What follows belongs to an exercise in optimizing a design on an open flow for a short achievable clock period and few clock cycles; a production flow would make more cautious choices.
The RTL of this run was laid out without a check of its function.
No activity file was given, so power comes from the tool's default toggle rates.

$ cat flow/config.mk
export PLATFORM = sky130hd
export DESIGN_NAME = single_cycle_cpu
export DESIGN_NICKNAME = single_cycle_cpu
export VERILOG_FILES = /design/flow/design.v
export SDC_FILE = /design/flow/constraint.sdc
export NUM_CORES = 8
export LEC_CHECK = 0
export ABC_CLOCK_PERIOD_IN_PS = 3000
export CAP_MARGIN = 20
export CORE_MARGIN = 2
export CORE_UTILIZATION = 40
export SETUP_SLACK_MARGIN = 3
export SLEW_MARGIN = 20
$ cat flow/constraint.sdc
create_clock -name core_clock -period 11.0 [get_ports {clk}]
set_input_delay 2.2000 -clock core_clock [delete_from_list [all_inputs] [get_ports {clk}]]
set_output_delay 2.2000 -clock core_clock [all_outputs]
set_load 0.01 [all_outputs]
$ cat flow/design.v
module alu (
    input  logic [63:0] a,
    input  logic [63:0] b,
    input  logic [2:0]  alu_control,
    output logic [63:0] result,
    output logic        zero
);
    always_comb begin
        case (alu_control)
            3'b000: result = a + b;
            3'b001: result = a - b;
            3'b010: result = a & b;
            3'b011:  result = a | b;
            default:  result = a + b;
        endcase
    end
    assign zero = (result == 64'b0);
endmodule
module control_unit (
    input  logic [6:0] opcode,
    input  logic [2:0] funct3,
    input  logic [6:0] funct7,
    output logic [2:0] alu_control,   
    output logic       reg_write,     
    output logic       mem_read,      
    output logic       mem_write,     
    output logic       mem_to_reg,    
    output logic       alu_src,       
    output logic       branch        
);
    always_comb begin
        alu_control = 3'b000;
        reg_write   = 1'b0;
        mem_read    = 1'b0;
        mem_write   = 1'b0;
        mem_to_reg  = 1'b0;
        alu_src     = 1'b0;
        branch      = 1'b0;
        case (opcode)
            7'b0000011: begin
                alu_control = 3'b000;
                reg_write   = 1'b1;
                mem_read    = 1'b1;
                mem_write   = 1'b0;
                mem_to_reg  = 1'b1;
                alu_src     = 1'b1;
                branch      = 1'b0;
            end
            7'b0010011: begin
                alu_control = 3'b000;
                reg_write   = 1'b1;
                mem_read    = 1'b0;
                mem_write   = 1'b0;
                mem_to_reg  = 1'b0;
                alu_src     = 1'b1;   
                branch      = 1'b0;
            end
            7'b0100011: begin
                alu_control = 3'b000;   
                reg_write   = 1'b0;
                mem_read    = 1'b0;
                mem_write   = 1'b1;
                mem_to_reg  = 1'b0;
                alu_src     = 1'b1;       
                branch      = 1'b0;
            end
            7'b0110011: begin
                case (funct3)
                    3'b000: begin
                        if (funct7 == 7'b0100000)
                            alu_control = 3'b001;
                        else
                            alu_control = 3'b000;
                    end
                    3'b111: alu_control = 3'b010;
                    3'b110:  alu_control = 3'b011;
                    default:    alu_control = 3'b000;
                endcase
                reg_write   = 1'b1;
                mem_read    = 1'b0;
                mem_write   = 1'b0;
                mem_to_reg  = 1'b0;
                alu_src     = 1'b0;
                branch      = 1'b0;
            end
            7'b1100011: begin
                alu_control = 3'b001;   
                reg_write   = 1'b0;       
                mem_read    = 1'b0;       
                mem_write   = 1'b0;       
                mem_to_reg  = 1'b0;       
                alu_src     = 1'b0;       
                branch      = 1'b1;       
            end
            default: begin
            end
        endcase
    end
endmodule
module sign_extend (
    input  logic [31:0] instr,
    output logic [63:0] imm_out
);
    logic [63:0] imm_i, imm_s, imm_b;
    assign imm_i = {{52{instr[31]}}, instr[31:20]};
    assign imm_s = {{52{instr[31]}}, instr[31:25], instr[11:7]};
    assign imm_b = {{51{instr[31]}}, instr[31], instr[7], instr[30:25], instr[11:8], 1'b0};
    assign imm_out = (instr[6:0] == 7'b0100011) ? imm_s :
                     (instr[6:0] == 7'b1100011) ? imm_b : imm_i;
endmodule
module pc_logic (
    input  logic        clk,
    input  logic        rst,
    input  logic        branch,
    input  logic        zero,
    input  logic [63:0] imm,
    output logic [63:0] pc
);
    logic [63:0] pc_next;
    logic        take_branch;
    assign take_branch = branch & zero;
    always_comb begin
        if (take_branch) begin
            pc_next = pc + imm;
        end else begin
            pc_next = pc + 64'd4;
        end
    end
    always_ff @(posedge clk) begin
        if (rst) begin
            pc <= 64'b0;
        end else begin
            pc <= pc_next;
        end
    end
endmodule
module reg_file (
    input  logic        clk,
    input  logic        rst,
    input  logic [4:0]  rd_addr1,
    output logic [63:0] rd_data1,
    input  logic [4:0]  rd_addr2,
    output logic [63:0] rd_data2,
    input  logic [4:0]  wr_addr,
    input  logic [63:0] wr_data,
    input  logic        wr_enable
);
    logic [63:0] registers [0:31];
    integer i;
    assign rd_data1 = (rd_addr1 == 5'b0) ? 64'b0 : registers[rd_addr1];
    assign rd_data2 = (rd_addr2 == 5'b0) ? 64'b0 : registers[rd_addr2];
    always_ff @(posedge clk) begin
        if (rst) begin
            for (i = 0; i < 32; i = i + 1) begin
                registers[i] <= 64'b0;
            end
        end else if (wr_enable && wr_addr != 5'b0) begin
            registers[wr_addr] <= wr_data;
        end
    end
endmodule
module datapath (
    input  logic        clk,
    input  logic        rst,
    input  logic [31:0] instruction,
    input  logic [63:0] read_data_memory,
    input  logic [63:0] imm_ext,            
    input  logic [2:0]  alu_control,
    input  logic        reg_write,
    input  logic        alu_src,
    input  logic        mem_to_reg,
    output logic [63:0] alu_result,
    output logic [63:0] write_data_memory,
    output logic [4:0]  rd_addr,
    output logic        zero
);
    logic [63:0] rs1_data, rs2_data;
    logic [63:0] alu_b;
    logic [63:0] wb_data;
    wire [4:0] rs1 = instruction[19:15];
    wire [4:0] rs2 = instruction[24:20];
    assign rd_addr = instruction[11:7];
    reg_file rf (
        .clk        (clk),
        .rst        (rst),
        .rd_addr1   (rs1),
        .rd_data1   (rs1_data),
        .rd_addr2   (rs2),
        .rd_data2   (rs2_data),
        .wr_addr    (rd_addr),
        .wr_data    (wb_data),
        .wr_enable  (reg_write)
    );
    assign alu_b = alu_src ? imm_ext : rs2_data;
    alu alu_inst (
        .a           (rs1_data),
        .b           (alu_b),
        .alu_control (alu_control),
        .result      (alu_result),
        .zero        (zero)
    );
    assign write_data_memory = rs2_data;
    assign wb_data = mem_to_reg ? read_data_memory : alu_result;
endmodule
module single_cycle_cpu (
    input  logic        clk,
    input  logic        rst,
    output logic [31:0] imem_addr,
    input  logic [31:0] imem_rdata,
    output logic [31:0] dmem_addr,
    output logic [63:0] dmem_wdata,
    output logic        dmem_we,
    input  logic [63:0] dmem_rdata
);
    logic [63:0] pc;
    logic [31:0] instruction;
    logic [63:0] imm;
    logic [2:0]  alu_control;
    logic        reg_write;
    logic        mem_read;
    logic        mem_write;
    logic        mem_to_reg;
    logic        alu_src;
    logic        branch;
    logic [63:0] alu_result;
    logic [63:0] write_data_memory;
    logic [63:0] read_data_memory;
    logic [4:0]  rd_addr;
    logic        zero;
    pc_logic pc_inst (
        .clk    (clk),
        .rst    (rst),
        .branch (branch),
        .zero   (zero),
        .imm    (imm),
        .pc     (pc)
    );
    assign imem_addr   = pc[31:0];
    assign instruction = imem_rdata;
    sign_extend sign_ext_inst (
        .instr   (instruction),
        .imm_out (imm)
    );
    control_unit cu_inst (
        .opcode      (instruction[6:0]),
        .funct3      (instruction[14:12]),
        .funct7      (instruction[31:25]),
        .alu_control (alu_control),
        .reg_write   (reg_write),
        .mem_read    (mem_read),
        .mem_write   (mem_write),
        .mem_to_reg  (mem_to_reg),
        .alu_src     (alu_src),
        .branch      (branch)
    );
    assign dmem_addr        = alu_result[31:0];
    assign dmem_wdata       = write_data_memory;
    assign dmem_we          = mem_write;
    assign read_data_memory = dmem_rdata;
    datapath dp_inst (
        .clk                 (clk),
        .rst                 (rst),
        .instruction         (instruction),
        .read_data_memory    (read_data_memory),
        .imm_ext             (imm),   
        .alu_control         (alu_control),
        .reg_write           (reg_write),
        .alu_src             (alu_src),
        .mem_to_reg          (mem_to_reg),
        .alu_result          (alu_result),
        .write_data_memory   (write_data_memory),
        .rd_addr             (rd_addr),
        .zero                (zero)
    );
endmodule
$ cat flow/run.sh
#!/bin/bash
# synth_recipe.tcl (not shown) runs the flow's synth.tcl, then flattens the netlist and writes it again
# the make line also repeats each setting of config.mk as NAME=value (left out here)
make -C /OpenROAD-flow-scripts/flow DESIGN_CONFIG=/design/flow/config.mk WORK_HOME=/design/flow/orfs CLKGATE_MAP_FILE= SYNTH_SCRIPT=/design/flow/synth_recipe.tcl finish
==> out/metrics.csv <==
stage,metric,value,unit
placed_design,DPL Wire Length,360000,um
global_route,vias in the first global route,91400,
floorplan,num rows,198,
floorplan,Ports,227,
sta,Tmin final,9.43,ns
finish,number of non-filler instances in the completed layout,13900,
synth,Seq cells post-synth,2080,
finish,multi-input logic area,0.0545,mm2
floorplan,Die H,545,um
power_and_ir_drop,Power Density,172,mW/mm2
finish,Post-Layout Inst Area,0.141,mm2
sta,fin crit share,85.7,%
flow_run,Max Cap Viol,0,
sta,Slew @ Worst Pin,1.36,ns
clock_network,CTS Sinks,2080,
finish,final net count,9992,
synth,Post-Syn Instances,9237,
detailed_routing,via count,97800,
clock_network,clk slew on worst S/H paths,0.05,ns
sta,final-report hold violation count,0,
critical_path,crit path DAT,7.23,ns
power_and_ir_drop,leak pwr,0.0523,uW
critical_path,crit-path max cell delay,0.79,ns
placed_design,RD Place Congestion,1.03,
critical_path,critical path capture point type,output port,
synth,YS warnings,4,
detailed_routing,final antenna-violating net count,0,
critical_path,CP Data Required Time,8.80,ns
sta,Max Slew Vio Count,0,
hold_path,Hold Path Class,reg2reg,
run_status,status,"complete, no violations",
critical_path,crit-path cells,buf_16 -> buf_16 -> buf_4 -> nor2b_1 -> a22o_1 -> a221oi_2 -> buf_4 -> o22a_4 -> nand2_1 -> and3b_1 -> a31oi_1 -> xnor2_1 -> ha_2 -> nand4_1 -> nor3_2 -> buf_4 -> nand4_1 -> a21oi_2 -> nor2_4 -> xnor2_1 -> mux2_4 -> buf_6,
floorplan,Initial Util,40.2,%
floorplan,Die W,545,um
clock_network,H-tree Lvls,4,
finish,storage element area,0.0621,mm2
detailed_routing,DRT iter0 DRCs,18100,
critical_path,"Top cell by count, worst path",buf_4,
critical_path,startpoint types,input pin,
clock_network,hold-fix buffers at CTS,0,
placed_design,placed insts,13100,
detailed_routing,number of remaining DRC errors,0,
sta,setup violators final,0,
power_and_ir_drop,Max VDD drop,283,uV
detailed_routing,Initial DRT Pass Iterations,7,
synth,Post-synth ARST share,0,%
critical_path,WP buf/inv,6,
critical_path,CP top delay family,simple AND/OR/NAND/NOR gates,
synth,post-synthesis cell area,0.117,mm2
clock_network,clock latency on the worst-skew pair,0.95,ns
critical_path,Worst Path Max Fanout,15,
clock_network,maximum root-to-sink buffer count,4,
global_route,GR Overflow Total,0,
global_route,first-pass GRT wire length,775000,um
finish,filler cell count,25200,
placed_design,port bufs,226,
sta,Rel. slew slack,9.12,%
finish,share of layout cells above drive strength 1,28.6,%
sta,Max Clk Rate,0.106,GHz
finish,Layout Area Growth over Synthesis,20.7,%
synth,distinct cell type count after synthesis,104,
detailed_routing,DRT Wirelength,590000,um
critical_path,CP max-delay cell,nor2b_1,
sta,RSZ-0062 raised after global routing,true,
global_route,initial antenna violation count,40,
clock_network,TritonCTS clock tree,yes,
clock_network,CTS buffer count,220,
detailed_routing,routed vias/inst,7.04,
finish,"most common cell after layout, fill and taps aside",nor2_1,
finish,"commonest cells after routing, fill and taps aside","nor2_1 (2200), edfxtp_1 (2048), mux4_2 (867), buf_4 (689), mux2i_1 (493)",
detailed_routing,DR WL/cell,42.4,um
placed_design,placed inst area,0.127,mm2
global_route,Total Routing Usage GR,38.2,%
synth,sequential cell area fraction in the yosys report,53.1,%
critical_path,CP Class,in2out,
synth,Synth Flop Type,edfxtp_1,
synth,number of flops mapped to enable cells by yosys,2048,
sta,clock skew,0.0968,ns
synth,"Avg Cell Area, Syn",12.7,um2
floorplan,placeable core area,0.291,mm2
global_route,largest net degree at the start of global routing,98,
clock_network,Clock Tree Root,clkbuf_16,
floorplan,Die ar.,0.297,mm2
==> metal layers <==
| metal | share of wire, % | vias up | track usage (%) |
|---|---|---|---|
| li1 | - | 36100 | - |
| met1 | 32 | 48700 | 45.9 |
| met2 | 41 | 10200 | 53.8 |
| met3 | 18 | 2778 | 17.3 |
| met4 | 9.1 | 42 | 28.1 |
| met5 | 0.14 | - | 0.617 |
==> cell families (layout without fill, tap and decap cells) <==
group,Yosys count,in the layout,synth area share [%]
buffers and inverters,964,1625,3.84
other,1,106,0.00321
adder cells (fa/ha/maj),135,135,1.39
AO/OA/AOI/OAI,1157,1157,6.67
XOR/XNOR,170,170,1.27
AND/OR/NAND/NOR,3255,3255,11.6
flip-flops,2080,2080,53.1
multiplexers,1475,1475,22.1
==> state kept, by name (all words and copies together) (netlist names) <==
name                  flops
pc_inst.pc               32
dp_inst.rf.registers   2048
==> tightest hold or removal path, stage by stage (launching register included) <==
cell and delay (ns):
dfxtp_1 0.33, nand2b_1 0.07, mux2i_1 0.06
==> cell type report <==
class	count	share of cell area, %
Sequential cell	2080	44.0
Multi-Input combinational cell	6256	38.6
Clock inverter	122	0.719
Timing Repair Buffer	1171	8.84
Clock buffer	267	4.09
Antenna cell	42	0.0745
Inverter	65	0.181
Tap cell	3900	3.46
==> worst paths after layout <==
kind | from | endpoint | slack (ns) | cells past startpoint
hold reg to reg | pc_inst.pc[0] | pc_inst.pc[0] | 0.52 | 2
setup reg to reg | dp_inst.rf.registers[20][3] | pc_inst.pc[10] | 2.91 | 44
hold / removal | pc_inst.pc[0] | pc_inst.pc[0] | 0.52 | 2
setup / recovery | imem_rdata[23] | dmem_addr[28] | 1.57 | 22
==> cells in the mapped netlist (34+ instances only) <==
master       n  share of area (%)
and3_1      40               0.21
nand4_1     43               0.23
xnor2_1     94               0.70
clkbuf_1   594                1.9
mux4_2     867                 17
a211oi_1    55               0.35
o22ai_1     71               0.38
mux2_2      39               0.38
inv_1       62               0.20
edfxtp_1  2048                 53
a22o_1      65               0.49
buf_4       64               0.41
nor2b_1     35               0.19
nand2b_1    67               0.36
o21ai_0    183               0.78
ha_1        98                1.0
a22oi_1    159                1.0
nor3_1      79               0.34
xor2_1      76               0.57
buf_1       40               0.13
nand2_1    428                1.4
and2_1      36               0.19
a21o_1      58               0.37
nand3_1     89               0.38
mux2i_1    541                4.6
nor2_1    2286                7.3
a21oi_1    262                1.1
buf_6       61               0.59
o211ai_1    34               0.22
buf_2      139               0.59
==> repair_timing <==
item / in CTS / in global routing
endpoints found under the setup margin: 1287 / 959
pin swaps: 85 / 145
cloned: 22 / 42
buffers inserted: 121 / 146
resized for setup: 325 / 569
==> report_power, final <==
part	switching (uW)	leakage (uW)	internal, uW
combinational	5060	0.0276	2660
sequential	154	0.0214	8970
clock	3330	0.00332	4080
==> through the flow <==
step	worst slack (ns)	hold slack (ns)	TNS, ns	utilization, %	total power [uW]
final	1.57	0.522	0	48.5	24300
after global routing	1.46	0.554	0	48.5	24500
after CTS	1.63	0.523	0	47.0	22800
after detailed placement	-0.283	0.515	-9.16	43.7	15400
after global placement	-0.386	0.504	-18.68	43.6	15300
after floorplan	1.82	0.511	0	-	12600

## what the ideal ports hide
How much do the figures lean on ideal ports? The routed layout below was timed once more, with nothing changed but the port constraints. Step 1 (the two cells are an assumption about what drives the block):
set clk [get_ports {clk}]
set_driving_cell -lib_cell sky130_fd_sc_hd__clkbuf_16 $clk
set_driving_cell -lib_cell sky130_fd_sc_hd__buf_2 [delete_from_list [all_inputs] $clk]
Step 2 times the ports against the registers' clock, not the clock port: input delays grow and output delays shrink by t, the midpoint of the rising clock arrivals with the driver on. a / b / c = ideal ports / drivers / drivers and shift; a / b = the first two.
shift t [ns]: 0.994
setup WS [ns]: 1.572 / 1.245 / 0.447
hold slack, ns: 0.522 / 0.522 / 0.522
clock arrival spread, ns: 0.097 / 0.097
worst data-port slew with drivers (ns): 0.38
After both steps setup and hold are still met in this run. The setup slack of this run moves by -0.327 ns with the drivers and by -1.125 ns with both steps.
